This is an optimization exercise on Yosys and OpenROAD, whose aim is small area and a short achievable clock period, not a production implementation.
Function was checked by simulation only, so behaviour that the tests miss may differ from the original.
Power figures rest on the tool's default switching activity, not on a simulated workload.

==> flow/design.v <==
module lcm_32(
    input wire [32-1:0] ina, inb,
    input wire clk,
    input wire rst_n,
    output wire [64-1:0] result,
    output reg ready_n);
    reg        gcd_ph, div_ph, mul_ph;    
    reg [31:0] u, v, w;
    reg [5:0]  cnt;
    reg        rst_q;
    reg         add_q, sub_q;
    wire [31:0] y   = ({32{add_q}} & v) | ({32{sub_q}} & {~v[31:1], 1'b1});
    wire [32:0] a   = {1'b0, u} + {1'b0, y};
    wire [31:0] ash = {a[32] & mul_ph, a[31:1]};
    assign result = {u, w};
    wire u0_nx  = !rst_q ? ina[0] :
                  gcd_ph ? ((u == 32'd0) ? ina[0] : (!u[0] || (v[0] && a[32])) ? a[1] : 1'b1) :
                  (div_ph || mul_ph) ? a[1] : u[0];
    wire w0_nx  = (div_ph || mul_ph) ? w[1] : w[0];
    wire mul_nx = rst_q && ((div_ph && cnt == 6'd1) || (mul_ph && cnt != 6'd1));
    always @(posedge clk) begin
        add_q <= mul_nx & w0_nx;
        sub_q <= ~mul_nx & u0_nx;
    end
    always @(posedge clk) begin
        rst_q <= rst_n;
        if (!rst_n || !rst_q)
            ready_n <= 1'b1;
        else if (mul_ph && cnt == 6'd1)
            ready_n <= 1'b0;
    end
    always @(posedge clk) begin
        if (!rst_q) begin
            gcd_ph  <= 1'b1;
            div_ph  <= 1'b0;
            mul_ph  <= 1'b0;
            u       <= ina;
            v       <= inb;
            cnt     <= 6'd0;
        end else if (gcd_ph) begin
            if (u == 32'd0) begin
                u      <= ina;
                cnt[5] <= 1'b1;
                gcd_ph <= 1'b0;
                div_ph <= 1'b1;
            end else if (!u[0]) begin
                u <= ash;
                if (!v[0]) begin
                    v   <= v >> 1;
                    cnt <= cnt + 6'd1;
                end
            end else if (!v[0]) begin
                v <= v >> 1;
            end else if (a[32]) begin  
                u <= ash;
            end else begin
                u <= v;
                v <= u;
            end
        end else if (div_ph) begin
            u   <= ash;
            w   <= {u[0], w[31:1]};
            cnt <= cnt - 6'd1;
            if (cnt == 6'd1) begin
                v      <= inb;
                cnt    <= 6'd32;
                div_ph <= 1'b0;
                mul_ph <= 1'b1;
            end
        end else if (mul_ph) begin
            u   <= ash;
            w   <= {a[0], w[31:1]};
            cnt <= cnt - 6'd1;
            if (cnt == 6'd1) mul_ph <= 1'b0;
        end
    end
endmodule
clock: 10.0 ns
lec_check: 0
cap_margin: 20
core_margin: 2
core_utilization: 50
slew_margin: 20
standard.sh (not shown) runs the stock make flow with config.mk's settings and CLKGATE_MAP_FILE= SYNTH_SCRIPT=/design/flow/synth_recipe.tcl, a recipe that flattens the netlist after the stock synthesis.
==> flow/flow/run.sh <==
#!/bin/bash
# The standard layout (standard.sh: the standard flow's synthesis and the ORFS steps, with
# the design's constraints unchanged), with two settings changed:
#  - ORFS's timing repair is asked to leave a setup margin, so that it also
#    works the paths that already meet the design's clock period;
#  - the buffer put on every input and output port is buf_1.
# standard.sh's full output goes to standard_flow.log.
set -euo pipefail
MARGIN=${MARGIN:-6.6}
bash standard.sh \
    SETUP_SLACK_MARGIN=$MARGIN \
    TNS_END_PERCENT=100 \
    "BUFFER_PORTS_ARGS=-buffer_cell sky130_fd_sc_hd__buf_1" \
    finish > standard_flow.log 2>&1
Edit:
--- a/flow/flow/run.sh
+++ b/flow/flow/run.sh
@@ -9 +9 @@
-MARGIN=${MARGIN:-6.6}
+MARGIN=${MARGIN:-6.5}
CORE_UTILIZATION = 40   (was 50)
Total power decreases by 0.32%.
Maximum frequency increases by 1.3%.
Setup slack gains 44 ps.
Combinational power decreases by about 3%.
Non-clock buffer count decreases by 11.
Clock-buffer cell count decreases by 2.
Routed wire length decreases by 3.6%.
Die area increases by 24%.
Edit:
--- a/flow/flow/run.sh
+++ b/flow/flow/run.sh
@@ -9 +9 @@
-MARGIN=${MARGIN:-6.5}
+MARGIN=${MARGIN:-6.6}
CTS_CLUSTER_SIZE = 30   (was unset)
=> The changed run completed with no timing, DRC or antenna violations. Final area rises by 0.64%. Sequential power stays flat. Total power hardly moves. Worst setup slack is better by 74 ps. Fmax is higher by 2.3%. Synthesized area stays the same.
Edit:
CTS_CLUSTER_SIZE = unset   (was 30)
=> Die area stays the same. Global-route usage is unchanged. Final cell count is unchanged. Via count stays the same. Wire length stays the same. Clock power is about the same. Setup slack is unchanged.
Edit:
CORE_UTILIZATION = 45   (was 40)
=> Routed wire length climbs by 9.1%. First-iteration DRC count climbs by 34%. Synthesized area does not change. Flip-flop and latch count is unchanged. Sequential power climbs by about 2%. Register-to-register slack is worse by 110 ps. Cell area climbs by 2.1%. Clock-buffer cell count does not change. Die area drops by 11%. Global-route usage climbs by 3.5 points. Hold slack hardly moves.

========
## build 89
// lcm_32: RTL as listed in full above, without the edits since
Settings: LEC_CHECK=0, CAP_MARGIN=20, CORE_MARGIN=2, CORE_UTILIZATION=40, SLEW_MARGIN=20; clock period 10.0 ns.
==> flow/flow/run.sh <==
#!/bin/bash
# The standard layout (standard.sh: the standard flow's synthesis and the ORFS steps, with
# the design's constraints unchanged), with two settings changed:
#  - ORFS's timing repair is asked to leave a setup margin, so that it also
#    works the paths that already meet the design's clock period;
#  - the buffer put on every input and output port is buf_1.
# standard.sh's full output goes to standard_flow.log.
set -euo pipefail
MARGIN=${MARGIN:-6.6}
bash standard.sh \
    SETUP_SLACK_MARGIN=$MARGIN \
    TNS_END_PERCENT=30 \
    "BUFFER_PORTS_ARGS=-buffer_cell sky130_fd_sc_hd__buf_1" \
    finish > standard_flow.log 2>&1
Build 89 ran to completion and came out clean on the timing, DRC and antenna checks.
For build 17, these inputs were changed with respect to build 89:
Settings: PLACE_DENSITY newly set to 0.75.
--- a/flow/flow/run.sh
+++ b/flow/flow/run.sh
@@ -11,3 +11,3 @@
     SETUP_SLACK_MARGIN=$MARGIN \
-    TNS_END_PERCENT=30 \
+    TNS_END_PERCENT=100 \
     "BUFFER_PORTS_ARGS=-buffer_cell sky130_fd_sc_hd__buf_1" \
==> notes.md <==
Reported for build 17 and build 89, register area share after synthesis turned out identical to the last digit.
In the tables for build 17 and build 89, proportion of power drawn by the clock network reads lower with build 17.
Build 17 vs. build 89: global-route wire length before repair picked up an extra 1.3%, die area closely matched the old numbers, finished layout cell area moved up.
What build 34 does differently from build 17 at the input level:
Settings: PLACE_DENSITY: 0.75 -> unset.
--- a/flow/flow/run.sh
+++ b/flow/flow/run.sh
@@ -11,3 +11,3 @@
     SETUP_SLACK_MARGIN=$MARGIN \
-    TNS_END_PERCENT=100 \
+    TNS_END_PERCENT=60 \
     "BUFFER_PORTS_ARGS=-buffer_cell sky130_fd_sc_hd__buf_1" \
==> notes.md <==
- Wire length (build 34 vs. build 17) decreases by a few percent
- Build 34 vs build 17 — worst-case reg-to-reg path depth dropped 1.
- Total power of build 34 is lower than that of build 17.
- Delta (build 34 minus build 17): pin count of the biggest net entering global routing shows a reduction of 1, all-layer global routing usage went down.
- Setup slack: build 34 more than build 17
- Between build 17 and build 34, the difference in clock skew is negligible.
- Build 34 — critical path data arrival time 0.09 ns lower, build 17 as reference
## Diff of input files: build 1 against build 34
--- a/flow/flow/run.sh
+++ b/flow/flow/run.sh
@@ -8,6 +8,6 @@
 set -euo pipefail
-MARGIN=${MARGIN:-6.6}
+MARGIN=${MARGIN:-6.8}
 bash standard.sh \
     SETUP_SLACK_MARGIN=$MARGIN \
-    TNS_END_PERCENT=60 \
+    TNS_END_PERCENT=100 \
     "BUFFER_PORTS_ARGS=-buffer_cell sky130_fd_sc_hd__buf_1" \
--- outcome ---
Measured slew at the worst slew-check pin on build 1 is up relative to build 34. From build 34 to build 1, number of library cell types mapped by synthesis did not move at all. Row met3 demand-to-capacity share in global routing: build 1 lower / build 34 higher. On build 1: combinational power is about 24% higher than what build 34 gave. Looking at via count, build 1 sits 201 above build 34. Higher detailed-routing iteration count for the pre-antenna-repair pass goes to build 1 over build 34. Build 1 vs build 34, termination of the worst setup path: v[17] vs u[28].

========
Starts from the design.v that is shown in full above.
==> flow/config.mk <==
export PLATFORM = sky130hd
export DESIGN_NAME = lcm_32
export DESIGN_NICKNAME = lcm_32
export VERILOG_FILES = /design/flow/design.v
export SDC_FILE = /design/flow/constraint.sdc
export NUM_CORES = 4
export LEC_CHECK = 0
export CAP_MARGIN = 20
export CORE_MARGIN = 2
export CORE_UTILIZATION = 40
export SLEW_MARGIN = 20
==> flow/constraint.sdc <==
create_clock -name core_clock -period 10.0 [get_ports {clk}]
set_input_delay 2.0000 -clock core_clock [delete_from_list [all_inputs] [get_ports {clk}]]
set_output_delay 2.0000 -clock core_clock [all_outputs]
set_load 0.01 [all_outputs]
==> flow/flow/run.sh <==
#!/bin/bash
# The standard layout (standard.sh: the standard flow's synthesis and the ORFS steps, with
# the design's constraints unchanged), with two settings changed:
#  - ORFS's timing repair is asked to leave a setup margin, so that it also
#    works the paths that already meet the design's clock period;
#  - the buffer put on every input and output port is buf_1;
#  - the buffers that synthesis (ABC) put in are removed at the floorplan
#    step instead of being repaired there (the later repair steps buffer the
#    nets they need).
# standard.sh's full output goes to standard_flow.log.
set -euo pipefail
MARGIN=${MARGIN:-6.6}
bash standard.sh \
    SETUP_SLACK_MARGIN=$MARGIN \
    TNS_END_PERCENT=100 \
    REMOVE_ABC_BUFFERS=1 \
    "BUFFER_PORTS_ARGS=-buffer_cell sky130_fd_sc_hd__buf_1" \
    finish > standard_flow.log 2>&1
Change:
==> flow/flow/run.sh (replaced) <==
#!/bin/bash
# The standard layout (standard.sh: the standard flow's synthesis and the ORFS steps, with
# the design's constraints unchanged), with two settings changed:
#  - ORFS's timing repair is asked to leave a setup margin, so that it also
#    works the paths that already meet the design's clock period;
#  - the buffer put on every input and output port is buf_1.
# standard.sh's full output goes to standard_flow.log.
set -euo pipefail
MARGIN=${MARGIN:-6.7}
bash standard.sh \
    SETUP_SLACK_MARGIN=$MARGIN \
    TNS_END_PERCENT=100 \
    "BUFFER_PORTS_ARGS=-buffer_cell sky130_fd_sc_hd__buf_1" \
    finish > standard_flow.log 2>&1
Outcome:
- hold slack gets worse by 3.1 ps
- worst setup slack loses 29 ps
- clock skew stays flat
- critical path depth increases by 3
Change:
--- a/flow/flow/run.sh
+++ b/flow/flow/run.sh
@@ -8,3 +8,3 @@
 set -euo pipefail
-MARGIN=${MARGIN:-6.7}
+MARGIN=${MARGIN:-6.4}
 bash standard.sh \
Effect:
- The new run completed without violations
- final cell count drops by 1.5%
- die area stays the same
- worst hold slack improves by 4.3 ps
- design area drops by 5.2%
- utilization drops by 2.6 points
- clock skew barely changes
- routed wire length drops by 5.3%
- clock-buffer cell count is unchanged

## afterwards: timing with drivers on the ports
In the flow no input, the clock included, has a driving cell. The finished layouts below were timed again as built, in two steps.
Step 1, drivers: a clkbuf_16 drives clk and a buf_2 each remaining input, both assumed.
Step 2 times the ports against the registers' clock, not the clock port: input delays grow and output delays shrink by t, the midpoint of the rising clock arrivals with the driver on.
Three values: ideal, step 1, step 2; two values: the first two.
run	shift t [ns]	setup WS [ns]	worst slew at a driven data input, ns	pins driven straight from the clock port
the first run of note 1	0.408	6.623 / 6.623 / 6.623	0.04	1
the second run of note 1	0.409	6.667 / 6.667 / 6.667	0.05	1
the third run of note 1	0.405	6.741 / 6.741 / 6.741	0.06	1
the fourth run of note 1	0.405	6.741 / 6.741 / 6.741	0.06	1
the fifth run of note 1	0.404	6.633 / 6.633 / 6.633	0.04	1
build 89	0.405	6.741 / 6.741 / 6.741	0.06	1
build 17	0.399	6.640 / 6.640 / 6.640	0.06	1
build 34	0.405	6.741 / 6.741 / 6.741	0.06	1
build 1	0.412	6.747 / 6.747 / 6.747	0.05	1
the first run of note 3	0.419	6.680 / 6.680 / 6.680	0.05	1
the second run of note 3	0.404	6.651 / 6.651 / 6.651	0.04	1
the third run of note 3	0.409	6.589 / 6.589 / 6.589	0.05	1
After both steps every run listed still meets setup and hold.
